Background: an optimization exercise with open tools, aiming at small area and a short achievable clock period. Do not read the settings as production practice. Function was not checked in any run shown here: the RTL went through the layout flow alone.

==> flow/design.v, too long to show whole: its modules and the start of the top module <==
// module half_adder: 4 lines
// module full_adder: 6 lines
// module RCA_16bit: 19 lines
// module d_ff: 4 lines
// module Braun_Multiplier: 24 lines
// module FIR_Top: 727 lines
// module fir_fa: 4 lines
// module fir_nor2: 3 lines
// module fir_or2: 3 lines
// module fir_xnor2: 3 lines
// module fir_xor2: 3 lines
module FIR_Top(input clk, input [7:0] Xin, H0, H1, H2, output reg [15:0] Yout);
  // ...
==> flow/run.sh <==
#!/bin/bash
# synth_recipe.tcl (not shown) runs the flow's synth.tcl, then flattens the netlist and writes it again
# the make line also repeats each setting of config.mk as NAME=value (left out here)
make -C /OpenROAD-flow-scripts/flow DESIGN_CONFIG=/design/flow/config.mk WORK_HOME=/design/flow/orfs CLKGATE_MAP_FILE= SYNTH_SCRIPT=/design/flow/synth_recipe.tcl finish
==> flow/config.mk <==
export PLATFORM = sky130hd
export DESIGN_NAME = FIR_Top
export DESIGN_NICKNAME = FIR_Top
export VERILOG_FILES = /design/flow/design.v
export SDC_FILE = /design/flow/constraint.sdc
export NUM_CORES = 4
export LEC_CHECK = 0
export CAP_MARGIN = 20
export CORE_MARGIN = 2
export CORE_UTILIZATION = 60
export SETUP_SLACK_MARGIN = 4.0
export SLEW_MARGIN = 20
export SYNTH_HIERARCHICAL = 1
export SYNTH_MINIMUM_KEEP_SIZE = 0
export TNS_END_PERCENT = 0
==> flow/constraint.sdc <==
create_clock -name core_clock -period 9.5 [get_ports {clk}]
set_input_delay 1.9000 -clock core_clock [delete_from_list [all_inputs] [get_ports {clk}]]
set_output_delay 1.9000 -clock core_clock [all_outputs]
set_load 0.01 [all_outputs]
==> flow_metrics.env, run 1 <==
export IMPL_synth_area_sq_mm=0.00594
export IMPL_synth_mux_area_frac=0
export IMPL_area_growth_synth_to_final_pct=10.5
export IMPL_top_layer="met4"
export IMPL_yosys_area_share_simple=0.152
export IMPL_final_cell_mix="196 x nand2_1, 151 x fa_1, 56 x dfxtp_1, 32 x clkdlybuf4s50_1, 27 x xor2_1"
export IMPL_grt_pass1_wl_um=22500
export IMPL_port_buffers=48
export IMPL_required_ns=9.73
export IMPL_synth_main_ff_cell="dfxtp_1"
export IMPL_cts_hold_buffers=0
export IMPL_cts_setup_buffers=5
export IMPL_rr_worst_depth=15
export IMPL_clock_latency_ns=0.33
export IMPL_hp_class="reg -> reg"
export IMPL_setup_tns_final_ns=0
export IMPL_drc=0
export IMPL_place_area_sq_mm=0.00646
export IMPL_seq_cell_count=56
export IMPL_cts_root_buffer="clkbuf_8"
export IMPL_status="complete, no violations"
export IMPL_cts_made_buffers=5
export IMPL_multi_input_area_share=0.716
export IMPL_grt_max_degree=20
export IMPL_min_period_ns=5.82
export IMPL_largest_register="Yout"
export IMPL_pre_cts_ws_ns=2.57
export IMPL_min_to="H22[1]"
export IMPL_setup_viol=0
export IMPL_layout_nonclk_buf_frac=0.0724
export IMPL_cp_start_kind="input port"
export IMPL_rsz0062_at_grt="true"
export IMPL_fp_dieH_um=104
export IMPL_holdPathStages=0
==> run 2, diff against run 1 <==
==> flow/design.v (replaced) <==
`timescale 1ns/1ps
module half_adder(input a,b,output sum,carry);
  assign sum = a ^ b;
  assign carry = a & b;
endmodule
`timescale 1ns/1ps
module full_adder( output sum,carry, input a,b,c);
  wire w1, w2, w3;
  half_adder HA1(.a(a), .b(b), .sum(w1), .carry(w2));
  half_adder HA2(.a(w1), .b(c), .sum(sum), .carry(w3));
  or or1(carry, w2, w3);
endmodule
`timescale 1ns/1ps
module RCA_16bit(output cout, output [15:0] sum, input [15:0] a, b);
    wire [14:0] c;
    full_adder F0(.a(a[0]), .b(b[0]), .c(1'b0), .sum(sum[0]), .carry(c[0]));
    full_adder F1(.a(a[1]), .b(b[1]), .c(c[0]), .sum(sum[1]), .carry(c[1]));
    full_adder F2(.a(a[2]), .b(b[2]), .c(c[1]), .sum(sum[2]), .carry(c[2]));
    full_adder F3(.a(a[3]), .b(b[3]), .c(c[2]), .sum(sum[3]), .carry(c[3]));
    full_adder F4(.a(a[4]), .b(b[4]), .c(c[3]), .sum(sum[4]), .carry(c[4]));
    full_adder F5(.a(a[5]), .b(b[5]), .c(c[4]), .sum(sum[5]), .carry(c[5]));
    full_adder F6(.a(a[6]), .b(b[6]), .c(c[5]), .sum(sum[6]), .carry(c[6]));
    full_adder F7(.a(a[7]), .b(b[7]), .c(c[6]), .sum(sum[7]), .carry(c[7]));
    full_adder F8(.a(a[8]), .b(b[8]), .c(c[7]), .sum(sum[8]), .carry(c[8]));
    full_adder F9(.a(a[9]), .b(b[9]), .c(c[8]), .sum(sum[9]), .carry(c[9]));
    full_adder F10(.a(a[10]), .b(b[10]), .c(c[9]), .sum(sum[10]), .carry(c[10]));
    full_adder F11(.a(a[11]), .b(b[11]), .c(c[10]), .sum(sum[11]), .carry(c[11]));
    full_adder F12(.a(a[12]), .b(b[12]), .c(c[11]), .sum(sum[12]), .carry(c[12]));
    full_adder F13(.a(a[13]), .b(b[13]), .c(c[12]), .sum(sum[13]), .carry(c[13]));
    full_adder F14(.a(a[14]), .b(b[14]), .c(c[13]), .sum(sum[14]), .carry(c[14]));
    full_adder F15(.a(a[15]), .b(b[15]), .c(c[14]), .sum(sum[15]), .carry(cout));
endmodule
`timescale 1ns/1ps
module d_ff(input clk,input [15:0]d,output reg [15:0]q);
  always@(posedge clk)
      q<=d;       
endmodule         
`timescale 1ns / 1ps
module Braun_Multiplier(
    input [7:0] a, b,
    output [15:0] p
);
    wire [15:0] sum_0, sum_1, sum_2, sum_3, sum_4, sum_5, sum_6, sum_7;
    wire [7:0] partial_product[7:0];
    genvar i, j;
    generate
        for (i = 0; i < 8; i = i + 1) begin
            for (j = 0; j < 8; j = j + 1) begin
                assign partial_product[i][j] = a[i] & b[j];   
            end
        end
    endgenerate
    assign sum_0 = {8'b0, partial_product[0]};
    assign sum_1 = {partial_product[1], 1'b0} + sum_0;
    assign sum_2 = {partial_product[2], 2'b0} + sum_1;
    assign sum_3 = {partial_product[3], 3'b0} + sum_2;
    assign sum_4 = {partial_product[4], 4'b0} + sum_3;
    assign sum_5 = {partial_product[5], 5'b0} + sum_4;
    assign sum_6 = {partial_product[6], 6'b0} + sum_5;
    assign sum_7 = {partial_product[7], 7'b0} + sum_6;
    assign p = sum_7;
endmodule
module FIR_Top(input clk, input [7:0] Xin, H0, H1, H2, output reg [15:0] Yout);
  reg [15:0] Q1;
  reg [15:0] Q2;
  wire p1;
  fir_xor2 u1 (.a(~Xin[0]), .b(~Xin[1]), .y(p1));
  wire g2;
  fir_nor2 u2 (.a(~Xin[0]), .b(~Xin[1]), .y(g2));
  wire p3;
  fir_xor2 u3 (.a(~Xin[1]), .b(~Xin[2]), .y(p3));
  wire g4;
  fir_nor2 u4 (.a(~Xin[1]), .b(~Xin[2]), .y(g4));
  wire p5;
  fir_xor2 u5 (.a(~Xin[2]), .b(~Xin[3]), .y(p5));
  wire g6;
  fir_nor2 u6 (.a(~Xin[2]), .b(~Xin[3]), .y(g6));
  wire p7;
  fir_xor2 u7 (.a(~Xin[3]), .b(~Xin[4]), .y(p7));
  wire g8;
  fir_nor2 u8 (.a(~Xin[3]), .b(~Xin[4]), .y(g8));
  wire p9;
  fir_xor2 u9 (.a(~Xin[4]), .b(~Xin[5]), .y(p9));
  wire g10;
  fir_nor2 u10 (.a(~Xin[4]), .b(~Xin[5]), .y(g10));
  wire p11;
  fir_xor2 u11 (.a(~Xin[5]), .b(~Xin[6]), .y(p11));
  wire g12;
  fir_nor2 u12 (.a(~Xin[5]), .b(~Xin[6]), .y(g12));
  wire p13;
  fir_xor2 u13 (.a(~Xin[6]), .b(~Xin[7]), .y(p13));
  wire g14;
  fir_nor2 u14 (.a(~Xin[6]), .b(~Xin[7]), .y(g14));
  wire G15 = g2 | (p1 & 1'b0);
  wire P16 = p1 & Xin[0];
  wire G17 = g6 | (p5 & g4);
  wire P18 = p5 & p3;
  wire G19 = g10 | (p9 & g8);
  wire P20 = p9 & p7;
  wire G21 = g14 | (p13 & g12);
  wire P22 = p13 & p11;
  wire G23 = 1'b0 | (1'b0 & 1'b0);
  wire P24 = 1'b0 & Xin[7];
  wire G25 = g4 | (p3 & G15);
  wire P26 = p3 & P16;
  wire G27 = G17 | (P18 & G15);
  wire P28 = P18 & P16;
  wire G29 = g12 | (p11 & G19);
  wire P30 = p11 & P20;
  wire G31 = G21 | (P22 & G19);
  wire P32 = P22 & P20;
  wire G33 = g8 | (p7 & G27);
  wire P34 = p7 & P28;
  wire G35 = G19 | (P20 & G27);
  wire P36 = P20 & P28;
  wire G37 = G29 | (P30 & G27);
  wire P38 = P30 & P28;
  wire G39 = G31 | (P32 & G27);
  wire P40 = P32 & P28;
  wire G41 = 1'b0 | (Xin[7] & G39);
  wire P42 = Xin[7] & P40;
  wire G43 = G23 | (P24 & G39);
  wire P44 = P24 & P40;
  wire y45 = (Xin[0]);
  wire y46 = (p1);
  wire y47;
  fir_xor2 u47 (.a(p3), .b(G15), .y(y47));
  wire y48;
  fir_xor2 u48 (.a(p5), .b(G25), .y(y48));
  wire y49;
  fir_xor2 u49 (.a(p7), .b(G27), .y(y49));
  wire y50;
  fir_xor2 u50 (.a(p9), .b(G33), .y(y50));
  wire y51;
  fir_xor2 u51 (.a(p11), .b(G35), .y(y51));
  wire y52;
  fir_xor2 u52 (.a(p13), .b(G37), .y(y52));
  wire y53;
  fir_xor2 u53 (.a(Xin[7]), .b(G39), .y(y53));
  wire y54;
  fir_xor2 u54 (.a(1'b0), .b(G41), .y(y54));
  wire [9:0] T0 = {y54, y53, y52, y51, y50, y49, y48, y47, y46, y45};
  wire e55 = H2[0] & ~H2[1];
  wire e56 = ~H2[0] & H2[1];
  wire e57 = H2[0] & H2[1];
  wire r58 = ~((H2[0] & Xin[0]));
  wire r59;
  fir_ao32i u59 (.a0(e55), .b0(Xin[1]), .a1(e56), .b1(Xin[0]), .a2(e57), .b2(T0[1]), .y(r59));
  wire r60;
  fir_ao32i u60 (.a0(e55), .b0(Xin[2]), .a1(e56), .b1(Xin[1]), .a2(e57), .b2(T0[2]), .y(r60));
  wire r61;
  fir_ao32i u61 (.a0(e55), .b0(Xin[3]), .a1(e56), .b1(Xin[2]), .a2(e57), .b2(T0[3]), .y(r61));
  wire r62;
  fir_ao32i u62 (.a0(e55), .b0(Xin[4]), .a1(e56), .b1(Xin[3]), .a2(e57), .b2(T0[4]), .y(r62));
  wire r63;
  fir_ao32i u63 (.a0(e55), .b0(Xin[5]), .a1(e56), .b1(Xin[4]), .a2(e57), .b2(T0[5]), .y(r63));
  wire r64;
  fir_ao32i u64 (.a0(e55), .b0(Xin[6]), .a1(e56), .b1(Xin[5]), .a2(e57), .b2(T0[6]), .y(r64));
  wire r65;
  fir_ao32i u65 (.a0(e55), .b0(Xin[7]), .a1(e56), .b1(Xin[6]), .a2(e57), .b2(T0[7]), .y(r65));
  wire r66;
  fir_ao22i u66 (.a0(e56), .b0(Xin[7]), .a1(e57), .b1(T0[8]), .y(r66));
  wire r67 = ~((e57 & T0[9]));
  wire e68 = H2[2] & ~H2[3];
  wire e69 = ~H2[2] & H2[3];
  wire e70 = H2[2] & H2[3];
  wire r71 = ~((H2[2] & Xin[0]));
  wire r72;
  fir_ao32i u72 (.a0(e68), .b0(Xin[1]), .a1(e69), .b1(Xin[0]), .a2(e70), .b2(T0[1]), .y(r72));
  wire r73;
  fir_ao32i u73 (.a0(e68), .b0(Xin[2]), .a1(e69), .b1(Xin[1]), .a2(e70), .b2(T0[2]), .y(r73));
  wire r74;
  fir_ao32i u74 (.a0(e68), .b0(Xin[3]), .a1(e69), .b1(Xin[2]), .a2(e70), .b2(T0[3]), .y(r74));
  wire r75;
  fir_ao32i u75 (.a0(e68), .b0(Xin[4]), .a1(e69), .b1(Xin[3]), .a2(e70), .b2(T0[4]), .y(r75));
  wire r76;
  fir_ao32i u76 (.a0(e68), .b0(Xin[5]), .a1(e69), .b1(Xin[4]), .a2(e70), .b2(T0[5]), .y(r76));
  wire r77;
  fir_ao32i u77 (.a0(e68), .b0(Xin[6]), .a1(e69), .b1(Xin[5]), .a2(e70), .b2(T0[6]), .y(r77));
  wire r78;
  fir_ao32i u78 (.a0(e68), .b0(Xin[7]), .a1(e69), .b1(Xin[6]), .a2(e70), .b2(T0[7]), .y(r78));
  wire r79;
  fir_ao22i u79 (.a0(e69), .b0(Xin[7]), .a1(e70), .b1(T0[8]), .y(r79));
  wire r80 = ~((e70 & T0[9]));
  wire e81 = H2[4] & ~H2[5];
  wire e82 = ~H2[4] & H2[5];
  wire e83 = H2[4] & H2[5];
  wire r84 = ~((H2[4] & Xin[0]));
  wire r85;
  fir_ao32i u85 (.a0(e81), .b0(Xin[1]), .a1(e82), .b1(Xin[0]), .a2(e83), .b2(T0[1]), .y(r85));
  wire r86;
  fir_ao32i u86 (.a0(e81), .b0(Xin[2]), .a1(e82), .b1(Xin[1]), .a2(e83), .b2(T0[2]), .y(r86));
  wire r87;
  fir_ao32i u87 (.a0(e81), .b0(Xin[3]), .a1(e82), .b1(Xin[2]), .a2(e83), .b2(T0[3]), .y(r87));
  wire r88;
  fir_ao32i u88 (.a0(e81), .b0(Xin[4]), .a1(e82), .b1(Xin[3]), .a2(e83), .b2(T0[4]), .y(r88));
  wire r89;
  fir_ao32i u89 (.a0(e81), .b0(Xin[5]), .a1(e82), .b1(Xin[4]), .a2(e83), .b2(T0[5]), .y(r89));
  wire r90;
  fir_ao32i u90 (.a0(e81), .b0(Xin[6]), .a1(e82), .b1(Xin[5]), .a2(e83), .b2(T0[6]), .y(r90));
  wire r91;
  fir_ao32i u91 (.a0(e81), .b0(Xin[7]), .a1(e82), .b1(Xin[6]), .a2(e83), .b2(T0[7]), .y(r91));
  wire r92;
  fir_ao22i u92 (.a0(e82), .b0(Xin[7]), .a1(e83), .b1(T0[8]), .y(r92));
  wire r93 = ~((e83 & T0[9]));
  wire e94 = H2[6] & ~H2[7];
  wire e95 = ~H2[6] & H2[7];
  wire e96 = H2[6] & H2[7];
  wire r97 = ~((H2[6] & Xin[0]));
  wire r98;
  fir_ao32i u98 (.a0(e94), .b0(Xin[1]), .a1(e95), .b1(Xin[0]), .a2(e96), .b2(T0[1]), .y(r98));
  wire r99;
  fir_ao32i u99 (.a0(e94), .b0(Xin[2]), .a1(e95), .b1(Xin[1]), .a2(e96), .b2(T0[2]), .y(r99));
  wire r100;
  fir_ao32i u100 (.a0(e94), .b0(Xin[3]), .a1(e95), .b1(Xin[2]), .a2(e96), .b2(T0[3]), .y(r100));
  wire r101;
  fir_ao32i u101 (.a0(e94), .b0(Xin[4]), .a1(e95), .b1(Xin[3]), .a2(e96), .b2(T0[4]), .y(r101));
  wire r102;
  fir_ao32i u102 (.a0(e94), .b0(Xin[5]), .a1(e95), .b1(Xin[4]), .a2(e96), .b2(T0[5]), .y(r102));
  wire r103;
  fir_ao32i u103 (.a0(e94), .b0(Xin[6]), .a1(e95), .b1(Xin[5]), .a2(e96), .b2(T0[6]), .y(r103));
  wire r104;
  fir_ao32i u104 (.a0(e94), .b0(Xin[7]), .a1(e95), .b1(Xin[6]), .a2(e96), .b2(T0[7]), .y(r104));
  wire r105;
  fir_ao22i u105 (.a0(e95), .b0(Xin[7]), .a1(e96), .b1(T0[8]), .y(r105));
  wire r106 = ~((e96 & T0[9]));
  wire s107;
  fir_xnor2 u107 (.a(r97), .b(r64), .y(s107));
  wire c108;
  fir_or2 u108 (.a(r97), .b(r64), .y(c108));
  wire s109, c109;
  fir_fa u109 (.a(r65), .b(r76), .c(r87), .s(s109), .co(c109));
  wire s110, c110;
  fir_fa u110 (.a(r66), .b(r77), .c(r88), .s(s110), .co(c110));
  wire s111, c111;
  fir_fa u111 (.a(r67), .b(r78), .c(r89), .s(s111), .co(c111));
  wire s112;
  fir_xnor2 u112 (.a(r79), .b(r90), .y(s112));
  wire c113;
  fir_or2 u113 (.a(r79), .b(r90), .y(c113));
  wire s114;
  fir_xnor2 u114 (.a(r80), .b(r91), .y(s114));
  wire c115;
  fir_or2 u115 (.a(r80), .b(r91), .y(c115));
  wire s116;
  fir_xnor2 u116 (.a(r84), .b(r62), .y(s116));
  wire c117;
  fir_or2 u117 (.a(r84), .b(r62), .y(c117));
  wire s118, c118;
  fir_fa u118 (.a(r63), .b(r74), .c(r85), .s(s118), .co(c118));
  wire s119, c119;
  fir_fa u119 (.a(r75), .b(r86), .c(s107), .s(s119), .co(c119));
  wire s120, c120;
  fir_fa u120 (.a(r98), .b(c108), .c(s109), .s(s120), .co(c120));
  wire s121, c121;
  fir_fa u121 (.a(r99), .b(c109), .c(s110), .s(s121), .co(c121));
  wire s122, c122;
  fir_fa u122 (.a(r100), .b(c110), .c(s111), .s(s122), .co(c122));
  wire s123, c123;
  fir_fa u123 (.a(r101), .b(s112), .c(c111), .s(s123), .co(c123));
  wire s124, c124;
  fir_fa u124 (.a(r102), .b(c113), .c(s114), .s(s124), .co(c124));
  wire s125, c125;
  fir_fa u125 (.a(r92), .b(r103), .c(c115), .s(s125), .co(c125));
  wire s126;
  fir_xnor2 u126 (.a(r93), .b(r104), .y(s126));
  wire c127;
  fir_or2 u127 (.a(r93), .b(r104), .y(c127));
  wire p128;
  fir_xor2 u128 (.a(r71), .b(r60), .y(p128));
  wire g129;
  fir_nor2 u129 (.a(r71), .b(r60), .y(g129));
  wire p130;
  fir_xor2 u130 (.a(r61), .b(r72), .y(p130));
  wire g131;
  fir_nor2 u131 (.a(r61), .b(r72), .y(g131));
  wire p132;
  fir_xor2 u132 (.a(s116), .b(r73), .y(p132));
  wire g133;
  fir_nor2 u133 (.a(s116), .b(r73), .y(g133));
  wire p134;
  fir_xor2 u134 (.a(c117), .b(s118), .y(p134));
  wire g135;
  fir_nor2 u135 (.a(c117), .b(s118), .y(g135));
  wire p136;
  fir_xor2 u136 (.a(c118), .b(s119), .y(p136));
  wire g137;
  fir_nor2 u137 (.a(c118), .b(s119), .y(g137));
  wire p138;
  fir_xor2 u138 (.a(c119), .b(s120), .y(p138));
  wire g139;
  fir_nor2 u139 (.a(c119), .b(s120), .y(g139));
  wire p140;
  fir_xor2 u140 (.a(c120), .b(s121), .y(p140));
  wire g141;
  fir_nor2 u141 (.a(c120), .b(s121), .y(g141));
  wire p142;
  fir_xor2 u142 (.a(c121), .b(s122), .y(p142));
  wire g143;
  fir_nor2 u143 (.a(c121), .b(s122), .y(g143));
  wire p144;
  fir_xor2 u144 (.a(c122), .b(s123), .y(p144));
  wire g145;
  fir_nor2 u145 (.a(c122), .b(s123), .y(g145));
  wire p146;
  fir_xor2 u146 (.a(c123), .b(s124), .y(p146));
  wire g147;
  fir_nor2 u147 (.a(c123), .b(s124), .y(g147));
  wire p148;
  fir_xor2 u148 (.a(c124), .b(s125), .y(p148));
  wire g149;
  fir_nor2 u149 (.a(c124), .b(s125), .y(g149));
  wire p150;
  fir_xor2 u150 (.a(c125), .b(s126), .y(p150));
  wire g151;
  fir_nor2 u151 (.a(c125), .b(s126), .y(g151));
  wire p152;
  fir_xor2 u152 (.a(c127), .b(r105), .y(p152));
  wire g153;
  fir_nor2 u153 (.a(c127), .b(r105), .y(g153));
  wire G154 = 1'b0 | (~r59 & 1'b0);
  wire P155 = ~r59 & ~r58;
  wire G156 = g131 | (p130 & g129);
  wire P157 = p130 & p128;
  wire G158 = g135 | (p134 & g133);
  wire P159 = p134 & p132;
  wire G160 = g139 | (p138 & g137);
  wire P161 = p138 & p136;
  wire G162 = g143 | (p142 & g141);
  wire P163 = p142 & p140;
  wire G164 = g147 | (p146 & g145);
  wire P165 = p146 & p144;
  wire G166 = g151 | (p150 & g149);
  wire P167 = p150 & p148;
  wire G168 = 1'b0 | (~r106 & g153);
  wire P169 = ~r106 & p152;
  wire G170 = g129 | (p128 & G154);
  wire P171 = p128 & P155;
  wire G172 = G156 | (P157 & G154);
  wire P173 = P157 & P155;
  wire G174 = g137 | (p136 & G158);
  wire P175 = p136 & P159;
  wire G176 = G160 | (P161 & G158);
  wire P177 = P161 & P159;
  wire G178 = g145 | (p144 & G162);
  wire P179 = p144 & P163;
  wire G180 = G164 | (P165 & G162);
  wire P181 = P165 & P163;
  wire G182 = g153 | (p152 & G166);
  wire P183 = p152 & P167;
  wire G184 = G168 | (P169 & G166);
  wire P185 = P169 & P167;
  wire G186 = g133 | (p132 & G172);
  wire P187 = p132 & P173;
  wire G188 = G158 | (P159 & G172);
  wire P189 = P159 & P173;
  wire G190 = G174 | (P175 & G172);
  wire P191 = P175 & P173;
  wire G192 = G176 | (P177 & G172);
  wire P193 = P177 & P173;
  wire G194 = g149 | (p148 & G180);
  wire P195 = p148 & P181;
  wire G196 = G166 | (P167 & G180);
  wire P197 = P167 & P181;
  wire G198 = G182 | (P183 & G180);
  wire P199 = P183 & P181;
  wire G200 = G184 | (P185 & G180);
  wire P201 = P185 & P181;
  wire G202 = g141 | (p140 & G192);
  wire P203 = p140 & P193;
  wire G204 = G162 | (P163 & G192);
  wire P205 = P163 & P193;
  wire G206 = G178 | (P179 & G192);
  wire P207 = P179 & P193;
  wire G208 = G180 | (P181 & G192);
  wire P209 = P181 & P193;
  wire G210 = G194 | (P195 & G192);
  wire P211 = P195 & P193;
  wire G212 = G196 | (P197 & G192);
  wire P213 = P197 & P193;
  wire G214 = G198 | (P199 & G192);
  wire P215 = P199 & P193;
  wire G216 = G200 | (P201 & G192);
  wire P217 = P201 & P193;
  wire y218 = ~(~r58);
  wire y219 = ~(~r59);
  wire y220;
  fir_xnor2 u220 (.a(p128), .b(G154), .y(y220));
  wire y221;
  fir_xnor2 u221 (.a(p130), .b(G170), .y(y221));
  wire y222;
  fir_xnor2 u222 (.a(p132), .b(G172), .y(y222));
  wire y223;
  fir_xnor2 u223 (.a(p134), .b(G186), .y(y223));
  wire y224;
  fir_xnor2 u224 (.a(p136), .b(G188), .y(y224));
  wire y225;
  fir_xnor2 u225 (.a(p138), .b(G190), .y(y225));
  wire y226;
  fir_xnor2 u226 (.a(p140), .b(G192), .y(y226));
  wire y227;
  fir_xnor2 u227 (.a(p142), .b(G202), .y(y227));
  wire y228;
  fir_xnor2 u228 (.a(p144), .b(G204), .y(y228));
  wire y229;
  fir_xnor2 u229 (.a(p146), .b(G206), .y(y229));
  wire y230;
  fir_xnor2 u230 (.a(p148), .b(G208), .y(y230));
  wire y231;
  fir_xnor2 u231 (.a(p150), .b(G210), .y(y231));
  wire y232;
  fir_xnor2 u232 (.a(p152), .b(G212), .y(y232));
  wire y233;
  fir_xnor2 u233 (.a(~r106), .b(G214), .y(y233));
  wire e234 = H1[0] & ~H1[1];
  wire e235 = ~H1[0] & H1[1];
  wire e236 = H1[0] & H1[1];
  wire r237 = ~((H1[0] & Xin[0]));
  wire r238;
  fir_ao32i u238 (.a0(e234), .b0(Xin[1]), .a1(e235), .b1(Xin[0]), .a2(e236), .b2(T0[1]), .y(r238));
  wire r239;
  fir_ao32i u239 (.a0(e234), .b0(Xin[2]), .a1(e235), .b1(Xin[1]), .a2(e236), .b2(T0[2]), .y(r239));
  wire r240;
  fir_ao32i u240 (.a0(e234), .b0(Xin[3]), .a1(e235), .b1(Xin[2]), .a2(e236), .b2(T0[3]), .y(r240));
  wire r241;
  fir_ao32i u241 (.a0(e234), .b0(Xin[4]), .a1(e235), .b1(Xin[3]), .a2(e236), .b2(T0[4]), .y(r241));
  wire r242;
  fir_ao32i u242 (.a0(e234), .b0(Xin[5]), .a1(e235), .b1(Xin[4]), .a2(e236), .b2(T0[5]), .y(r242));
  wire r243;
  fir_ao32i u243 (.a0(e234), .b0(Xin[6]), .a1(e235), .b1(Xin[5]), .a2(e236), .b2(T0[6]), .y(r243));
  wire r244;
  fir_ao32i u244 (.a0(e234), .b0(Xin[7]), .a1(e235), .b1(Xin[6]), .a2(e236), .b2(T0[7]), .y(r244));
  wire r245;
  fir_ao22i u245 (.a0(e235), .b0(Xin[7]), .a1(e236), .b1(T0[8]), .y(r245));
  wire r246 = ~((e236 & T0[9]));
  wire e247 = H1[2] & ~H1[3];
  wire e248 = ~H1[2] & H1[3];
  wire e249 = H1[2] & H1[3];
  wire r250 = ~((H1[2] & Xin[0]));
  wire r251;
  fir_ao32i u251 (.a0(e247), .b0(Xin[1]), .a1(e248), .b1(Xin[0]), .a2(e249), .b2(T0[1]), .y(r251));
  wire r252;
  fir_ao32i u252 (.a0(e247), .b0(Xin[2]), .a1(e248), .b1(Xin[1]), .a2(e249), .b2(T0[2]), .y(r252));
  wire r253;
  fir_ao32i u253 (.a0(e247), .b0(Xin[3]), .a1(e248), .b1(Xin[2]), .a2(e249), .b2(T0[3]), .y(r253));
  wire r254;
  fir_ao32i u254 (.a0(e247), .b0(Xin[4]), .a1(e248), .b1(Xin[3]), .a2(e249), .b2(T0[4]), .y(r254));
  wire r255;
  fir_ao32i u255 (.a0(e247), .b0(Xin[5]), .a1(e248), .b1(Xin[4]), .a2(e249), .b2(T0[5]), .y(r255));
  wire r256;
  fir_ao32i u256 (.a0(e247), .b0(Xin[6]), .a1(e248), .b1(Xin[5]), .a2(e249), .b2(T0[6]), .y(r256));
  wire r257;
  fir_ao32i u257 (.a0(e247), .b0(Xin[7]), .a1(e248), .b1(Xin[6]), .a2(e249), .b2(T0[7]), .y(r257));
  wire r258;
  fir_ao22i u258 (.a0(e248), .b0(Xin[7]), .a1(e249), .b1(T0[8]), .y(r258));
  wire r259 = ~((e249 & T0[9]));
  wire e260 = H1[4] & ~H1[5];
  wire e261 = ~H1[4] & H1[5];
  wire e262 = H1[4] & H1[5];
  wire r263 = ~((H1[4] & Xin[0]));
  wire r264;
  fir_ao32i u264 (.a0(e260), .b0(Xin[1]), .a1(e261), .b1(Xin[0]), .a2(e262), .b2(T0[1]), .y(r264));
  wire r265;
  fir_ao32i u265 (.a0(e260), .b0(Xin[2]), .a1(e261), .b1(Xin[1]), .a2(e262), .b2(T0[2]), .y(r265));
  wire r266;
  fir_ao32i u266 (.a0(e260), .b0(Xin[3]), .a1(e261), .b1(Xin[2]), .a2(e262), .b2(T0[3]), .y(r266));
  wire r267;
  fir_ao32i u267 (.a0(e260), .b0(Xin[4]), .a1(e261), .b1(Xin[3]), .a2(e262), .b2(T0[4]), .y(r267));
  wire r268;
  fir_ao32i u268 (.a0(e260), .b0(Xin[5]), .a1(e261), .b1(Xin[4]), .a2(e262), .b2(T0[5]), .y(r268));
  wire r269;
  fir_ao32i u269 (.a0(e260), .b0(Xin[6]), .a1(e261), .b1(Xin[5]), .a2(e262), .b2(T0[6]), .y(r269));
  wire r270;
  fir_ao32i u270 (.a0(e260), .b0(Xin[7]), .a1(e261), .b1(Xin[6]), .a2(e262), .b2(T0[7]), .y(r270));
  wire r271;
  fir_ao22i u271 (.a0(e261), .b0(Xin[7]), .a1(e262), .b1(T0[8]), .y(r271));
  wire r272 = ~((e262 & T0[9]));
  wire e273 = H1[6] & ~H1[7];
  wire e274 = ~H1[6] & H1[7];
  wire e275 = H1[6] & H1[7];
  wire r276 = ~((H1[6] & Xin[0]));
  wire r277;
  fir_ao32i u277 (.a0(e273), .b0(Xin[1]), .a1(e274), .b1(Xin[0]), .a2(e275), .b2(T0[1]), .y(r277));
  wire r278;
  fir_ao32i u278 (.a0(e273), .b0(Xin[2]), .a1(e274), .b1(Xin[1]), .a2(e275), .b2(T0[2]), .y(r278));
  wire r279;
  fir_ao32i u279 (.a0(e273), .b0(Xin[3]), .a1(e274), .b1(Xin[2]), .a2(e275), .b2(T0[3]), .y(r279));
  wire r280;
  fir_ao32i u280 (.a0(e273), .b0(Xin[4]), .a1(e274), .b1(Xin[3]), .a2(e275), .b2(T0[4]), .y(r280));
  wire r281;
  fir_ao32i u281 (.a0(e273), .b0(Xin[5]), .a1(e274), .b1(Xin[4]), .a2(e275), .b2(T0[5]), .y(r281));
  wire r282;
  fir_ao32i u282 (.a0(e273), .b0(Xin[6]), .a1(e274), .b1(Xin[5]), .a2(e275), .b2(T0[6]), .y(r282));
  wire r283;
  fir_ao32i u283 (.a0(e273), .b0(Xin[7]), .a1(e274), .b1(Xin[6]), .a2(e275), .b2(T0[7]), .y(r283));
  wire r284;
  fir_ao22i u284 (.a0(e274), .b0(Xin[7]), .a1(e275), .b1(T0[8]), .y(r284));
  wire r285 = ~((e275 & T0[9]));
  wire s286;
  fir_xnor2 u286 (.a(Q1[6]), .b(r276), .y(s286));
  wire c287;
  fir_or2 u287 (.a(Q1[6]), .b(r276), .y(c287));
  wire s288, c288;
  fir_fa u288 (.a(Q1[7]), .b(r244), .c(r255), .s(s288), .co(c288));
  wire s289, c289;
  fir_fa u289 (.a(Q1[8]), .b(r245), .c(r256), .s(s289), .co(c289));
  wire s290, c290;
  fir_fa u290 (.a(Q1[9]), .b(r246), .c(r257), .s(s290), .co(c290));
  wire s291;
  fir_xnor2 u291 (.a(Q1[10]), .b(r258), .y(s291));
  wire c292;
  fir_or2 u292 (.a(Q1[10]), .b(r258), .y(c292));
  wire s293;
  fir_xnor2 u293 (.a(Q1[11]), .b(r259), .y(s293));
  wire c294;
  fir_or2 u294 (.a(Q1[11]), .b(r259), .y(c294));
  wire s295;
  fir_xnor2 u295 (.a(Q1[4]), .b(r263), .y(s295));
  wire c296;
  fir_or2 u296 (.a(Q1[4]), .b(r263), .y(c296));
  wire s297, c297;
  fir_fa u297 (.a(Q1[5]), .b(r242), .c(r253), .s(s297), .co(c297));
  wire s298, c298;
  fir_fa u298 (.a(s286), .b(r243), .c(r254), .s(s298), .co(c298));
  wire s299, c299;
  fir_fa u299 (.a(c287), .b(r266), .c(r277), .s(s299), .co(c299));
  wire s300, c300;
  fir_fa u300 (.a(r267), .b(r278), .c(c288), .s(s300), .co(c300));
  wire s301, c301;
  fir_fa u301 (.a(r268), .b(r279), .c(c289), .s(s301), .co(c301));
  wire s302, c302;
  fir_fa u302 (.a(r269), .b(r280), .c(s291), .s(s302), .co(c302));
  wire s303, c303;
  fir_fa u303 (.a(r270), .b(r281), .c(c292), .s(s303), .co(c303));
  wire s304, c304;
  fir_fa u304 (.a(Q1[12]), .b(r271), .c(r282), .s(s304), .co(c304));
  wire s305;
  fir_xnor2 u305 (.a(Q1[13]), .b(r272), .y(s305));
  wire c306;
  fir_or2 u306 (.a(Q1[13]), .b(r272), .y(c306));
  wire s307;
  fir_xnor2 u307 (.a(Q1[2]), .b(r250), .y(s307));
  wire c308;
  fir_or2 u308 (.a(Q1[2]), .b(r250), .y(c308));
  wire s309, c309;
  fir_fa u309 (.a(Q1[3]), .b(r240), .c(r251), .s(s309), .co(c309));
  wire s310, c310;
  fir_fa u310 (.a(s295), .b(r241), .c(r252), .s(s310), .co(c310));
  wire s311, c311;
  fir_fa u311 (.a(c296), .b(r264), .c(s297), .s(s311), .co(c311));
  wire s312, c312;
  fir_fa u312 (.a(r265), .b(c297), .c(s298), .s(s312), .co(c312));
  wire s313, c313;
  fir_fa u313 (.a(c298), .b(s299), .c(s288), .s(s313), .co(c313));
  wire s314, c314;
  fir_fa u314 (.a(c299), .b(s289), .c(s300), .s(s314), .co(c314));
  wire s315, c315;
  fir_fa u315 (.a(s290), .b(c300), .c(s301), .s(s315), .co(c315));
  wire s316, c316;
  fir_fa u316 (.a(c290), .b(s302), .c(c301), .s(s316), .co(c316));
  wire s317, c317;
  fir_fa u317 (.a(s293), .b(c302), .c(s303), .s(s317), .co(c317));
  wire s318, c318;
  fir_fa u318 (.a(c294), .b(s304), .c(c303), .s(s318), .co(c318));
  wire s319, c319;
  fir_fa u319 (.a(r283), .b(s305), .c(c304), .s(s319), .co(c319));
  wire s320, c320;
  fir_fa u320 (.a(Q1[14]), .b(r284), .c(c306), .s(s320), .co(c320));
  wire s321;
  fir_xnor2 u321 (.a(Q1[15]), .b(r285), .y(s321));
  wire p322;
  fir_xor2 u322 (.a(Q1[0]), .b(r237), .y(p322));
  wire g323;
  fir_nor2 u323 (.a(Q1[0]), .b(r237), .y(g323));
  wire p324;
  fir_xor2 u324 (.a(Q1[1]), .b(r238), .y(p324));
  wire g325;
  fir_nor2 u325 (.a(Q1[1]), .b(r238), .y(g325));
  wire p326;
  fir_xor2 u326 (.a(s307), .b(r239), .y(p326));
  wire g327;
  fir_nor2 u327 (.a(s307), .b(r239), .y(g327));
  wire p328;
  fir_xor2 u328 (.a(c308), .b(s309), .y(p328));
  wire g329;
  fir_nor2 u329 (.a(c308), .b(s309), .y(g329));
  wire p330;
  fir_xor2 u330 (.a(c309), .b(s310), .y(p330));
  wire g331;
  fir_nor2 u331 (.a(c309), .b(s310), .y(g331));
  wire p332;
  fir_xor2 u332 (.a(c310), .b(s311), .y(p332));
  wire g333;
  fir_nor2 u333 (.a(c310), .b(s311), .y(g333));
  wire p334;
  fir_xor2 u334 (.a(c311), .b(s312), .y(p334));
  wire g335;
  fir_nor2 u335 (.a(c311), .b(s312), .y(g335));
  wire p336;
  fir_xor2 u336 (.a(c312), .b(s313), .y(p336));
  wire g337;
  fir_nor2 u337 (.a(c312), .b(s313), .y(g337));
  wire p338;
  fir_xor2 u338 (.a(c313), .b(s314), .y(p338));
  wire g339;
  fir_nor2 u339 (.a(c313), .b(s314), .y(g339));
  wire p340;
  fir_xor2 u340 (.a(c314), .b(s315), .y(p340));
  wire g341;
  fir_nor2 u341 (.a(c314), .b(s315), .y(g341));
  wire p342;
  fir_xor2 u342 (.a(c315), .b(s316), .y(p342));
  wire g343;
  fir_nor2 u343 (.a(c315), .b(s316), .y(g343));
  wire p344;
  fir_xor2 u344 (.a(c316), .b(s317), .y(p344));
  wire g345;
  fir_nor2 u345 (.a(c316), .b(s317), .y(g345));
  wire p346;
  fir_xor2 u346 (.a(c317), .b(s318), .y(p346));
  wire g347;
  fir_nor2 u347 (.a(c317), .b(s318), .y(g347));
  wire p348;
  fir_xor2 u348 (.a(c318), .b(s319), .y(p348));
  wire g349;
  fir_nor2 u349 (.a(c318), .b(s319), .y(g349));
  wire p350;
  fir_xor2 u350 (.a(c319), .b(s320), .y(p350));
  wire g351;
  fir_nor2 u351 (.a(c319), .b(s320), .y(g351));
  wire p352;
  fir_xor2 u352 (.a(c320), .b(s321), .y(p352));
  wire g353;
  fir_nor2 u353 (.a(c320), .b(s321), .y(g353));
  wire G354 = g325 | (p324 & g323);
  wire P355 = p324 & p322;
  wire G356 = g329 | (p328 & g327);
  wire P357 = p328 & p326;
  wire G358 = g333 | (p332 & g331);
  wire P359 = p332 & p330;
  wire G360 = g337 | (p336 & g335);
  wire P361 = p336 & p334;
  wire G362 = g341 | (p340 & g339);
  wire P363 = p340 & p338;
  wire G364 = g345 | (p344 & g343);
  wire P365 = p344 & p342;
  wire G366 = g349 | (p348 & g347);
  wire P367 = p348 & p346;
  wire G368 = g353 | (p352 & g351);
  wire P369 = p352 & p350;
  wire G370 = g327 | (p326 & G354);
  wire P371 = p326 & P355;
  wire G372 = G356 | (P357 & G354);
  wire P373 = P357 & P355;
  wire G374 = g335 | (p334 & G358);
  wire P375 = p334 & P359;
  wire G376 = G360 | (P361 & G358);
  wire P377 = P361 & P359;
  wire G378 = g343 | (p342 & G362);
  wire P379 = p342 & P363;
  wire G380 = G364 | (P365 & G362);
  wire P381 = P365 & P363;
  wire G382 = g351 | (p350 & G366);
  wire P383 = p350 & P367;
  wire G384 = G368 | (P369 & G366);
  wire P385 = P369 & P367;
  wire G386 = g331 | (p330 & G372);
  wire P387 = p330 & P373;
  wire G388 = G358 | (P359 & G372);
  wire P389 = P359 & P373;
  wire G390 = G374 | (P375 & G372);
  wire P391 = P375 & P373;
  wire G392 = G376 | (P377 & G372);
  wire P393 = P377 & P373;
  wire G394 = g347 | (p346 & G380);
  wire P395 = p346 & P381;
  wire G396 = G366 | (P367 & G380);
  wire P397 = P367 & P381;
  wire G398 = G382 | (P383 & G380);
  wire P399 = P383 & P381;
  wire G400 = G384 | (P385 & G380);
  wire P401 = P385 & P381;
  wire G402 = g339 | (p338 & G392);
  wire P403 = p338 & P393;
  wire G404 = G362 | (P363 & G392);
  wire P405 = P363 & P393;
  wire G406 = G378 | (P379 & G392);
  wire P407 = P379 & P393;
  wire G408 = G380 | (P381 & G392);
  wire P409 = P381 & P393;
  wire G410 = G394 | (P395 & G392);
  wire P411 = P395 & P393;
  wire G412 = G396 | (P397 & G392);
  wire P413 = P397 & P393;
  wire G414 = G398 | (P399 & G392);
  wire P415 = P399 & P393;
  wire G416 = G400 | (P401 & G392);
  wire P417 = P401 & P393;
  wire y418 = ~(p322);
  wire y419;
  fir_xnor2 u419 (.a(p324), .b(g323), .y(y419));
  wire y420;
  fir_xnor2 u420 (.a(p326), .b(G354), .y(y420));
  wire y421;
  fir_xnor2 u421 (.a(p328), .b(G370), .y(y421));
  wire y422;
  fir_xnor2 u422 (.a(p330), .b(G372), .y(y422));
  wire y423;
  fir_xnor2 u423 (.a(p332), .b(G386), .y(y423));
  wire y424;
  fir_xnor2 u424 (.a(p334), .b(G388), .y(y424));
  wire y425;
  fir_xnor2 u425 (.a(p336), .b(G390), .y(y425));
  wire y426;
  fir_xnor2 u426 (.a(p338), .b(G392), .y(y426));
  wire y427;
  fir_xnor2 u427 (.a(p340), .b(G402), .y(y427));
  wire y428;
  fir_xnor2 u428 (.a(p342), .b(G404), .y(y428));
  wire y429;
  fir_xnor2 u429 (.a(p344), .b(G406), .y(y429));
  wire y430;
  fir_xnor2 u430 (.a(p346), .b(G408), .y(y430));
  wire y431;
  fir_xnor2 u431 (.a(p348), .b(G410), .y(y431));
  wire y432;
  fir_xnor2 u432 (.a(p350), .b(G412), .y(y432));
  wire y433;
  fir_xnor2 u433 (.a(p352), .b(G414), .y(y433));
  wire e434 = H0[0] & ~H0[1];
  wire e435 = ~H0[0] & H0[1];
  wire e436 = H0[0] & H0[1];
  wire r437 = ~((H0[0] & Xin[0]));
  wire r438;
  fir_ao32i u438 (.a0(e434), .b0(Xin[1]), .a1(e435), .b1(Xin[0]), .a2(e436), .b2(T0[1]), .y(r438));
  wire r439;
  fir_ao32i u439 (.a0(e434), .b0(Xin[2]), .a1(e435), .b1(Xin[1]), .a2(e436), .b2(T0[2]), .y(r439));
  wire r440;
  fir_ao32i u440 (.a0(e434), .b0(Xin[3]), .a1(e435), .b1(Xin[2]), .a2(e436), .b2(T0[3]), .y(r440));
  wire r441;
  fir_ao32i u441 (.a0(e434), .b0(Xin[4]), .a1(e435), .b1(Xin[3]), .a2(e436), .b2(T0[4]), .y(r441));
  wire r442;
  fir_ao32i u442 (.a0(e434), .b0(Xin[5]), .a1(e435), .b1(Xin[4]), .a2(e436), .b2(T0[5]), .y(r442));
  wire r443;
  fir_ao32i u443 (.a0(e434), .b0(Xin[6]), .a1(e435), .b1(Xin[5]), .a2(e436), .b2(T0[6]), .y(r443));
  wire r444;
  fir_ao32i u444 (.a0(e434), .b0(Xin[7]), .a1(e435), .b1(Xin[6]), .a2(e436), .b2(T0[7]), .y(r444));
  wire r445;
  fir_ao22i u445 (.a0(e435), .b0(Xin[7]), .a1(e436), .b1(T0[8]), .y(r445));
  wire r446 = ~((e436 & T0[9]));
  wire e447 = H0[2] & ~H0[3];
  wire e448 = ~H0[2] & H0[3];
  wire e449 = H0[2] & H0[3];
  wire r450 = ~((H0[2] & Xin[0]));
  wire r451;
  fir_ao32i u451 (.a0(e447), .b0(Xin[1]), .a1(e448), .b1(Xin[0]), .a2(e449), .b2(T0[1]), .y(r451));
  wire r452;
  fir_ao32i u452 (.a0(e447), .b0(Xin[2]), .a1(e448), .b1(Xin[1]), .a2(e449), .b2(T0[2]), .y(r452));
  wire r453;
  fir_ao32i u453 (.a0(e447), .b0(Xin[3]), .a1(e448), .b1(Xin[2]), .a2(e449), .b2(T0[3]), .y(r453));
  wire r454;
  fir_ao32i u454 (.a0(e447), .b0(Xin[4]), .a1(e448), .b1(Xin[3]), .a2(e449), .b2(T0[4]), .y(r454));
  wire r455;
  fir_ao32i u455 (.a0(e447), .b0(Xin[5]), .a1(e448), .b1(Xin[4]), .a2(e449), .b2(T0[5]), .y(r455));
  wire r456;
  fir_ao32i u456 (.a0(e447), .b0(Xin[6]), .a1(e448), .b1(Xin[5]), .a2(e449), .b2(T0[6]), .y(r456));
  wire r457;
  fir_ao32i u457 (.a0(e447), .b0(Xin[7]), .a1(e448), .b1(Xin[6]), .a2(e449), .b2(T0[7]), .y(r457));
  wire r458;
  fir_ao22i u458 (.a0(e448), .b0(Xin[7]), .a1(e449), .b1(T0[8]), .y(r458));
  wire r459 = ~((e449 & T0[9]));
  wire e460 = H0[4] & ~H0[5];
  wire e461 = ~H0[4] & H0[5];
  wire e462 = H0[4] & H0[5];
  wire r463 = ~((H0[4] & Xin[0]));
  wire r464;
  fir_ao32i u464 (.a0(e460), .b0(Xin[1]), .a1(e461), .b1(Xin[0]), .a2(e462), .b2(T0[1]), .y(r464));
  wire r465;
  fir_ao32i u465 (.a0(e460), .b0(Xin[2]), .a1(e461), .b1(Xin[1]), .a2(e462), .b2(T0[2]), .y(r465));
  wire r466;
  fir_ao32i u466 (.a0(e460), .b0(Xin[3]), .a1(e461), .b1(Xin[2]), .a2(e462), .b2(T0[3]), .y(r466));
  wire r467;
  fir_ao32i u467 (.a0(e460), .b0(Xin[4]), .a1(e461), .b1(Xin[3]), .a2(e462), .b2(T0[4]), .y(r467));
  wire r468;
  fir_ao32i u468 (.a0(e460), .b0(Xin[5]), .a1(e461), .b1(Xin[4]), .a2(e462), .b2(T0[5]), .y(r468));
  wire r469;
  fir_ao32i u469 (.a0(e460), .b0(Xin[6]), .a1(e461), .b1(Xin[5]), .a2(e462), .b2(T0[6]), .y(r469));
  wire r470;
  fir_ao32i u470 (.a0(e460), .b0(Xin[7]), .a1(e461), .b1(Xin[6]), .a2(e462), .b2(T0[7]), .y(r470));
  wire r471;
  fir_ao22i u471 (.a0(e461), .b0(Xin[7]), .a1(e462), .b1(T0[8]), .y(r471));
  wire r472 = ~((e462 & T0[9]));
  wire e473 = H0[6] & ~H0[7];
  wire e474 = ~H0[6] & H0[7];
  wire e475 = H0[6] & H0[7];
  wire r476 = ~((H0[6] & Xin[0]));
  wire r477;
  fir_ao32i u477 (.a0(e473), .b0(Xin[1]), .a1(e474), .b1(Xin[0]), .a2(e475), .b2(T0[1]), .y(r477));
  wire r478;
  fir_ao32i u478 (.a0(e473), .b0(Xin[2]), .a1(e474), .b1(Xin[1]), .a2(e475), .b2(T0[2]), .y(r478));
  wire r479;
  fir_ao32i u479 (.a0(e473), .b0(Xin[3]), .a1(e474), .b1(Xin[2]), .a2(e475), .b2(T0[3]), .y(r479));
  wire r480;
  fir_ao32i u480 (.a0(e473), .b0(Xin[4]), .a1(e474), .b1(Xin[3]), .a2(e475), .b2(T0[4]), .y(r480));
  wire r481;
  fir_ao32i u481 (.a0(e473), .b0(Xin[5]), .a1(e474), .b1(Xin[4]), .a2(e475), .b2(T0[5]), .y(r481));
  wire r482;
  fir_ao32i u482 (.a0(e473), .b0(Xin[6]), .a1(e474), .b1(Xin[5]), .a2(e475), .b2(T0[6]), .y(r482));
  wire r483;
  fir_ao32i u483 (.a0(e473), .b0(Xin[7]), .a1(e474), .b1(Xin[6]), .a2(e475), .b2(T0[7]), .y(r483));
  wire r484;
  fir_ao22i u484 (.a0(e474), .b0(Xin[7]), .a1(e475), .b1(T0[8]), .y(r484));
  wire r485 = ~((e475 & T0[9]));
  wire s486;
  fir_xnor2 u486 (.a(Q2[6]), .b(r476), .y(s486));
  wire c487;
  fir_or2 u487 (.a(Q2[6]), .b(r476), .y(c487));
  wire s488, c488;
  fir_fa u488 (.a(Q2[7]), .b(r444), .c(r455), .s(s488), .co(c488));
  wire s489, c489;
  fir_fa u489 (.a(Q2[8]), .b(r445), .c(r456), .s(s489), .co(c489));
  wire s490, c490;
  fir_fa u490 (.a(Q2[9]), .b(r446), .c(r457), .s(s490), .co(c490));
  wire s491;
  fir_xnor2 u491 (.a(Q2[10]), .b(r458), .y(s491));
  wire c492;
  fir_or2 u492 (.a(Q2[10]), .b(r458), .y(c492));
  wire s493;
  fir_xnor2 u493 (.a(Q2[11]), .b(r459), .y(s493));
  wire c494;
  fir_or2 u494 (.a(Q2[11]), .b(r459), .y(c494));
  wire s495;
  fir_xnor2 u495 (.a(Q2[4]), .b(r463), .y(s495));
  wire c496;
  fir_or2 u496 (.a(Q2[4]), .b(r463), .y(c496));
  wire s497, c497;
  fir_fa u497 (.a(Q2[5]), .b(r442), .c(r453), .s(s497), .co(c497));
  wire s498, c498;
  fir_fa u498 (.a(s486), .b(r443), .c(r454), .s(s498), .co(c498));
  wire s499, c499;
  fir_fa u499 (.a(c487), .b(r466), .c(r477), .s(s499), .co(c499));
  wire s500, c500;
  fir_fa u500 (.a(r467), .b(r478), .c(c488), .s(s500), .co(c500));
  wire s501, c501;
  fir_fa u501 (.a(r468), .b(r479), .c(c489), .s(s501), .co(c501));
  wire s502, c502;
  fir_fa u502 (.a(r469), .b(r480), .c(s491), .s(s502), .co(c502));
  wire s503, c503;
  fir_fa u503 (.a(r470), .b(r481), .c(c492), .s(s503), .co(c503));
  wire s504, c504;
  fir_fa u504 (.a(Q2[12]), .b(r471), .c(r482), .s(s504), .co(c504));
  wire s505;
  fir_xnor2 u505 (.a(Q2[13]), .b(r472), .y(s505));
  wire c506;
  fir_or2 u506 (.a(Q2[13]), .b(r472), .y(c506));
  wire s507;
  fir_xnor2 u507 (.a(Q2[2]), .b(r450), .y(s507));
  wire c508;
  fir_or2 u508 (.a(Q2[2]), .b(r450), .y(c508));
  wire s509, c509;
  fir_fa u509 (.a(Q2[3]), .b(r440), .c(r451), .s(s509), .co(c509));
  wire s510, c510;
  fir_fa u510 (.a(s495), .b(r441), .c(r452), .s(s510), .co(c510));
  wire s511, c511;
  fir_fa u511 (.a(c496), .b(r464), .c(s497), .s(s511), .co(c511));
  wire s512, c512;
  fir_fa u512 (.a(r465), .b(c497), .c(s498), .s(s512), .co(c512));
  wire s513, c513;
  fir_fa u513 (.a(c498), .b(s499), .c(s488), .s(s513), .co(c513));
  wire s514, c514;
  fir_fa u514 (.a(c499), .b(s489), .c(s500), .s(s514), .co(c514));
  wire s515, c515;
  fir_fa u515 (.a(s490), .b(c500), .c(s501), .s(s515), .co(c515));
  wire s516, c516;
  fir_fa u516 (.a(c490), .b(s502), .c(c501), .s(s516), .co(c516));
  wire s517, c517;
  fir_fa u517 (.a(s493), .b(c502), .c(s503), .s(s517), .co(c517));
  wire s518, c518;
  fir_fa u518 (.a(c494), .b(s504), .c(c503), .s(s518), .co(c518));
  wire s519, c519;
  fir_fa u519 (.a(r483), .b(s505), .c(c504), .s(s519), .co(c519));
  wire s520, c520;
  fir_fa u520 (.a(Q2[14]), .b(r484), .c(c506), .s(s520), .co(c520));
  wire s521;
  fir_xnor2 u521 (.a(Q2[15]), .b(r485), .y(s521));
  wire p522;
  fir_xor2 u522 (.a(Q2[0]), .b(r437), .y(p522));
  wire g523;
  fir_nor2 u523 (.a(Q2[0]), .b(r437), .y(g523));
  wire p524;
  fir_xor2 u524 (.a(Q2[1]), .b(r438), .y(p524));
  wire g525;
  fir_nor2 u525 (.a(Q2[1]), .b(r438), .y(g525));
  wire p526;
  fir_xor2 u526 (.a(s507), .b(r439), .y(p526));
  wire g527;
  fir_nor2 u527 (.a(s507), .b(r439), .y(g527));
  wire p528;
  fir_xor2 u528 (.a(c508), .b(s509), .y(p528));
  wire g529;
  fir_nor2 u529 (.a(c508), .b(s509), .y(g529));
  wire p530;
  fir_xor2 u530 (.a(c509), .b(s510), .y(p530));
  wire g531;
  fir_nor2 u531 (.a(c509), .b(s510), .y(g531));
  wire p532;
  fir_xor2 u532 (.a(c510), .b(s511), .y(p532));
  wire g533;
  fir_nor2 u533 (.a(c510), .b(s511), .y(g533));
  wire p534;
  fir_xor2 u534 (.a(c511), .b(s512), .y(p534));
  wire g535;
  fir_nor2 u535 (.a(c511), .b(s512), .y(g535));
  wire p536;
  fir_xor2 u536 (.a(c512), .b(s513), .y(p536));
  wire g537;
  fir_nor2 u537 (.a(c512), .b(s513), .y(g537));
  wire p538;
  fir_xor2 u538 (.a(c513), .b(s514), .y(p538));
  wire g539;
  fir_nor2 u539 (.a(c513), .b(s514), .y(g539));
  wire p540;
  fir_xor2 u540 (.a(c514), .b(s515), .y(p540));
  wire g541;
  fir_nor2 u541 (.a(c514), .b(s515), .y(g541));
  wire p542;
  fir_xor2 u542 (.a(c515), .b(s516), .y(p542));
  wire g543;
  fir_nor2 u543 (.a(c515), .b(s516), .y(g543));
  wire p544;
  fir_xor2 u544 (.a(c516), .b(s517), .y(p544));
  wire g545;
  fir_nor2 u545 (.a(c516), .b(s517), .y(g545));
  wire p546;
  fir_xor2 u546 (.a(c517), .b(s518), .y(p546));
  wire g547;
  fir_nor2 u547 (.a(c517), .b(s518), .y(g547));
  wire p548;
  fir_xor2 u548 (.a(c518), .b(s519), .y(p548));
  wire g549;
  fir_nor2 u549 (.a(c518), .b(s519), .y(g549));
  wire p550;
  fir_xor2 u550 (.a(c519), .b(s520), .y(p550));
  wire g551;
  fir_nor2 u551 (.a(c519), .b(s520), .y(g551));
  wire p552;
  fir_xor2 u552 (.a(c520), .b(s521), .y(p552));
  wire g553;
  fir_nor2 u553 (.a(c520), .b(s521), .y(g553));
  wire G554 = g525 | (p524 & g523);
  wire P555 = p524 & p522;
  wire G556 = g529 | (p528 & g527);
  wire P557 = p528 & p526;
  wire G558 = g533 | (p532 & g531);
  wire P559 = p532 & p530;
  wire G560 = g537 | (p536 & g535);
  wire P561 = p536 & p534;
  wire G562 = g541 | (p540 & g539);
  wire P563 = p540 & p538;
  wire G564 = g545 | (p544 & g543);
  wire P565 = p544 & p542;
  wire G566 = g549 | (p548 & g547);
  wire P567 = p548 & p546;
  wire G568 = g553 | (p552 & g551);
  wire P569 = p552 & p550;
  wire G570 = g527 | (p526 & G554);
  wire P571 = p526 & P555;
  wire G572 = G556 | (P557 & G554);
  wire P573 = P557 & P555;
  wire G574 = g535 | (p534 & G558);
  wire P575 = p534 & P559;
  wire G576 = G560 | (P561 & G558);
  wire P577 = P561 & P559;
  wire G578 = g543 | (p542 & G562);
  wire P579 = p542 & P563;
  wire G580 = G564 | (P565 & G562);
  wire P581 = P565 & P563;
  wire G582 = g551 | (p550 & G566);
  wire P583 = p550 & P567;
  wire G584 = G568 | (P569 & G566);
  wire P585 = P569 & P567;
  wire G586 = g531 | (p530 & G572);
  wire P587 = p530 & P573;
  wire G588 = G558 | (P559 & G572);
  wire P589 = P559 & P573;
  wire G590 = G574 | (P575 & G572);
  wire P591 = P575 & P573;
  wire G592 = G576 | (P577 & G572);
  wire P593 = P577 & P573;
  wire G594 = g547 | (p546 & G580);
  wire P595 = p546 & P581;
  wire G596 = G566 | (P567 & G580);
  wire P597 = P567 & P581;
  wire G598 = G582 | (P583 & G580);
  wire P599 = P583 & P581;
  wire G600 = G584 | (P585 & G580);
  wire P601 = P585 & P581;
  wire G602 = g539 | (p538 & G592);
  wire P603 = p538 & P593;
  wire G604 = G562 | (P563 & G592);
  wire P605 = P563 & P593;
  wire G606 = G578 | (P579 & G592);
  wire P607 = P579 & P593;
  wire G608 = G580 | (P581 & G592);
  wire P609 = P581 & P593;
  wire G610 = G594 | (P595 & G592);
  wire P611 = P595 & P593;
  wire G612 = G596 | (P597 & G592);
  wire P613 = P597 & P593;
  wire G614 = G598 | (P599 & G592);
  wire P615 = P599 & P593;
  wire G616 = G600 | (P601 & G592);
  wire P617 = P601 & P593;
  wire y618 = (p522);
  wire y619;
  fir_xor2 u619 (.a(p524), .b(g523), .y(y619));
  wire y620;
  fir_xor2 u620 (.a(p526), .b(G554), .y(y620));
  wire y621;
  fir_xor2 u621 (.a(p528), .b(G570), .y(y621));
  wire y622;
  fir_xor2 u622 (.a(p530), .b(G572), .y(y622));
  wire y623;
  fir_xor2 u623 (.a(p532), .b(G586), .y(y623));
  wire y624;
  fir_xor2 u624 (.a(p534), .b(G588), .y(y624));
  wire y625;
  fir_xor2 u625 (.a(p536), .b(G590), .y(y625));
  wire y626;
  fir_xor2 u626 (.a(p538), .b(G592), .y(y626));
  wire y627;
  fir_xor2 u627 (.a(p540), .b(G602), .y(y627));
  wire y628;
  fir_xor2 u628 (.a(p542), .b(G604), .y(y628));
  wire y629;
  fir_xor2 u629 (.a(p544), .b(G606), .y(y629));
  wire y630;
  fir_xor2 u630 (.a(p546), .b(G608), .y(y630));
  wire y631;
  fir_xor2 u631 (.a(p548), .b(G610), .y(y631));
  wire y632;
  fir_xor2 u632 (.a(p550), .b(G612), .y(y632));
  wire y633;
  fir_xor2 u633 (.a(p552), .b(G614), .y(y633));
  always @(posedge clk) begin
    Q1 <= {y233, y232, y231, y230, y229, y228, y227, y226, y225, y224, y223, y222, y221, y220, y219, y218};
    Q2 <= {y433, y432, y431, y430, y429, y428, y427, y426, y425, y424, y423, y422, y421, y420, y419, y418};
    Yout <= {y633, y632, y631, y630, y629, y628, y627, y626, y625, y624, y623, y622, y621, y620, y619, y618};
  end
endmodule
module fir_fa(input a, b, c, output s, co);
  assign s = a ^ b ^ c;
  assign co = (a & b) | (a & c) | (b & c);
endmodule
module fir_ao22i(input a0, b0, a1, b1, output y);
  assign y = ~((a0 & b0) | (a1 & b1));
endmodule
module fir_ao32i(input a0, b0, a1, b1, a2, b2, output y);
  assign y = ~((a0 & b0) | (a1 & b1) | (a2 & b2));
endmodule
module fir_nor2(input a, b, output y);
  assign y = ~(a | b);
endmodule
module fir_or2(input a, b, output y);
  assign y = a | b;
endmodule
module fir_xnor2(input a, b, output y);
  assign y = ~(a ^ b);
endmodule
module fir_xor2(input a, b, output y);
  assign y = a ^ b;
endmodule
==> flow/config.mk (replaced) <==
export PLATFORM = sky130hd
export DESIGN_NAME = FIR_Top
export DESIGN_NICKNAME = FIR_Top
export VERILOG_FILES = /design/flow/design.v
export SDC_FILE = /design/flow/constraint.sdc
export NUM_CORES = 4
export LEC_CHECK = 0
export CAP_MARGIN = 20
export CORE_MARGIN = 2
export CORE_UTILIZATION = 40
export SETUP_SLACK_MARGIN = 5
export SLEW_MARGIN = 20
export SYNTH_HIERARCHICAL = 1
export SYNTH_MINIMUM_KEEP_SIZE = 0
export TNS_END_PERCENT = 0
==> run 2 against run 1 <==
Via count grew 42%. Cell count grew 23%. Sequential share of layout area is 4.3 points lower. First-iteration DRC count grew to 3.5 times the previous value. Fmax down 7.3%. Setup slack worse by 0.46 ns. Critical path depth up 3. Core utilization shrank 13 points.
==> flow_metrics.env, run 2 <==
export IMPL_status="complete, no violations"
export IMPL_r2r_end="Q2[15]"
export IMPL_grt_pass1_vias=5625
export IMPL_nets=779
export IMPL_worst_pin_slew_ns=0.976
export IMPL_dieArea_sq_mm=0.0148
export IMPL_synth_area_sq_mm=0.00555
export IMPL_maxCapViolCount=0
export IMPL_cts_made_buffers=5
export IMPL_cts_tree="done"
export IMPL_gr_usage_met3=0.0431
export IMPL_crit_chain="buf_4 -> buf_12 -> inv_1 -> xor2_1 -> a21o_1 -> buf_4 -> buf_4 -> xor2_1 -> a222oi_1 -> fa_1 -> fa_1 -> xor2_1 -> a21oi_1 -> nand2_1 -> a31oi_2 -> o21ai_0 -> a211o_1 -> xor2_1"
export IMPL_max_stage_delay_ns=0.76
export IMPL_cts_htree_levels=2
export IMPL_grt_busiest_layer="met2"
export IMPL_initial_core_util=0.404
export IMPL_layout_worst_path_cycle_share=0.660
export IMPL_ys_seq_elements=48
export IMPL_num_antenna_cells=0
export IMPL_cp_data_arrival_time_ns=6.44
export IMPL_path_common_cell="xor2_1"
export IMPL_yosysSeqAreaShare=0.173
export IMPL_hp_class="reg -> reg"
export IMPL_reg_top3="Q1 (16), Q2 (16), Yout (16)"
export IMPL_required_ns=9.67
export IMPL_clock_latency_ns=0.29
export IMPL_cp_depth=18
export IMPL_cts_root_buffer="clkbuf_16"
export IMPL_path_class="in -> reg"
export IMPL_clock_skew_ns=0.00412
export IMPL_cpMaxStageDelayCell="xor2_1"
export IMPL_holdPathStages=1
export IMPL_grt_pass1_wl_um=28500
export IMPL_area_growth_synth_to_final_pct=36.0
export IMPL_fmax_mhz=159
export IMPL_synth_most_common_cell="a222oi_1"
export IMPL_synth_main_ff_cell="dfxtp_1"
export IMPL_crit_fanout=8
export IMPL_hp_start="Q2[0]"
export IMPL_drtAntennaViolNets=0
export IMPL_totalWireLength_um=17800
export IMPL_reg2reg_setup_slack_ns=6.42
export IMPL_drive_above_1_share=0.194
export IMPL_finalHoldViolations=0
export IMPL_crit_buf_inv=5
export IMPL_clock_path_buffers=2
export IMPL_crit_family="XOR/XNOR gates"
export IMPL_met2_usage=0.431
export IMPL_antenna_found_initial=0
export IMPL_ys_types=39
export IMPL_drv_slew=0
export IMPL_ioPinCount=49
export IMPL_cts_clk_slew_worst_paths_ns=0.07
export IMPL_rr_worst_depth=9
export IMPL_whs_ns=0.462
export IMPL_wl_per_cell_um=20.5
export IMPL_synthTopCellsByCount="84 x a222oi_1, 75 x xor2_1, 57 x fa_1, 57 x nor2_1"
export IMPL_port_buffers=48
export IMPL_multi_input_area_sq_mm=0.00483
export IMPL_setup_viol=0
export IMPL_final_cell_mix="84 x a222oi_1, 58 x xor2_1, 53 x nor2_1, 52 x fa_1"
export IMPL_rsz0062_at_grt="true"
export IMPL_first_pass_iters=9
export IMPL_seq_area_sq_um=961
export IMPL_gr_total_overflow=0
export IMPL_layout_commonest_cell="a222oi_1"
export IMPL_dp_hpwl_um=11200
export IMPL_clock_sinks=48
export IMPL_r2r_start="Q1[8]"
export IMPL_grt_max_degree=27
export IMPL_drc=0
export IMPL_core_area_sq_mm=0.0137
export IMPL_fill_cells=1224
export IMPL_min_period_ns=6.27
export IMPL_grtUsageMet1=0.292
export IMPL_ys_warnings_count=7
export IMPL_min_to="Yout[0]"
export IMPL_ys_top_cells_by_area="fa_1 21%, dfxtp_1 17%, a222oi_1 15%"
export IMPL_synth_top_cell_by_area="fa_1"
export IMPL_row_count=43
export IMPL_synthCells=573
export IMPL_via_count=5414
export IMPL_setup_tns_final_ns=0
export IMPL_synthArstFlopShare=0
export IMPL_slew_headroom=0.347
export IMPL_fp_dieH_um=122
export IMPL_gp_congestion=0.872
export IMPL_synth_top_area_frac=0.206
export IMPL_viasPerCell=6.22
export IMPL_fp_dieW_um=122
export IMPL_cp_end_kind="flop"
export IMPL_synth_edf_count=0
export IMPL_cp_start_kind="input port"
export IMPL_avgSynthCellArea_sq_um=9.68
export IMPL_grtUsageTotal=0.244
export IMPL_drt_iter0_drc=661
-- run 2: cell count changes in the layout (fill, tap and decap cells not counted), sizes merged, moves of 35 or more --
cell    delta
a222oi    +84
xnor2     +35
nor2      +41
xor2      +44
fa       -101
nand2    -163
buf       +40
-- run 2: what timing repair did --
action / in CTS / in global routing
resized for setup: 85 / 12
gates cloned: 7 / 1
endpoints found under the setup margin: 38 / 36
hold buffers: 0 / 0
buffers inserted: 30 / 9
pin swaps: 39 / 22
-- run 2: worst max-delay path by stage --
stage / to / start
floorplan: Yout[15] / Xin[0]
global placement: Q2[15] / Xin[1]
detailed placement: Q2[15] / Xin[1]
CTS: Q2[15] / Xin[2]
global route: Q2[15] / Xin[3]
finish: Yout[14] / Xin[3]
-- run 2: routing by layer --
layer  routed length (um)  share of wire
met1                 6850           0.38
met4                  602          0.034
met5                    0              0
met2                 8790           0.49
met3                 1580          0.088
-- run 2: cell type report --
cell class	count	share of cell area
multi-input combinational	509	0.640
timing repair buffer	110	0.170
sequential	48	0.127
tap	180	0.0299
clock buffer	8	0.0194
inverter	15	0.0131
-- run 2: modules after synthesis (local to each module, per instance) --
module / cell area (sq um) / flip-flops and latches / times used
fir_fa: 20.0 / 0 / 57
fir_ao32i: 10.0 / 0 / 84
fir_xor2: 8.76 / 0 / 75
fir_or2: 6.26 / 0 / 17
fir_nor2: 3.75 / 0 / 50
fir_xnor2: 8.76 / 0 / 48
fir_ao22i: 12.5 / 0 / 12
FIR_Top: 2040 / 48 / 1
-- run 2: stage by stage --
step	cells	setup WS [ns]	utilization	instance area [sq um]
after floorplan	574	3.23	-	5690
after global placement	815	2.04	0.472	6480
after detailed placement	815	1.91	0.472	6480
after CTS	860	3.27	0.539	7390
after global routing	870	3.11	0.550	7540
final	870	3.23	0.550	7540
-- run 2: logic make-up after synthesis --
| group | synth area share |
|---|---|
| xor gates and xnor gates | 0.194 |
| buffers and inverters | 0.0115 |
| and+or+nand+nor | 0.138 |
| AOI/OAI and AO/OA | 0.276 |
| other | 0.000676 |
| DFF | 0.173 |
| adders and majority gates | 0.206 |

==> what the ideal ports hide <==
No port has a modelled driver above. Below, the same layouts with a new extraction and two added sets of constraints.
Step 1 (the two cells are an assumption about what drives the block):
set clk [get_ports {clk}]
set_driving_cell -lib_cell sky130_fd_sc_hd__clkbuf_16 $clk
set_driving_cell -lib_cell sky130_fd_sc_hd__buf_2 [delete_from_list [all_inputs] $clk]
Step 2, shift: input delay + t, output delay - t, t = (earliest + latest rising clock arrival at the registers) / 2. This alone moves slack from input paths to output paths.
a / b / c = ideal ports / drivers / drivers and shift; a / b = the first two.
| run | t, ns | slack for setup (ns) | hold WS [ns] |
|---|---|---|---|
| run 1 | 0.359 | 3.683 / 3.694 / 3.334 | 0.333 / 0.333 / 0.333 |
| run 2 | 0.329 | 3.226 / 3.239 / 2.911 | 0.462 / 0.462 / 0.462 |
After both steps setup and hold are still met in every run listed. For run 1, which loses most, drivers alone change the setup slack by +0.011 ns; drivers and shift together by -0.349 ns.
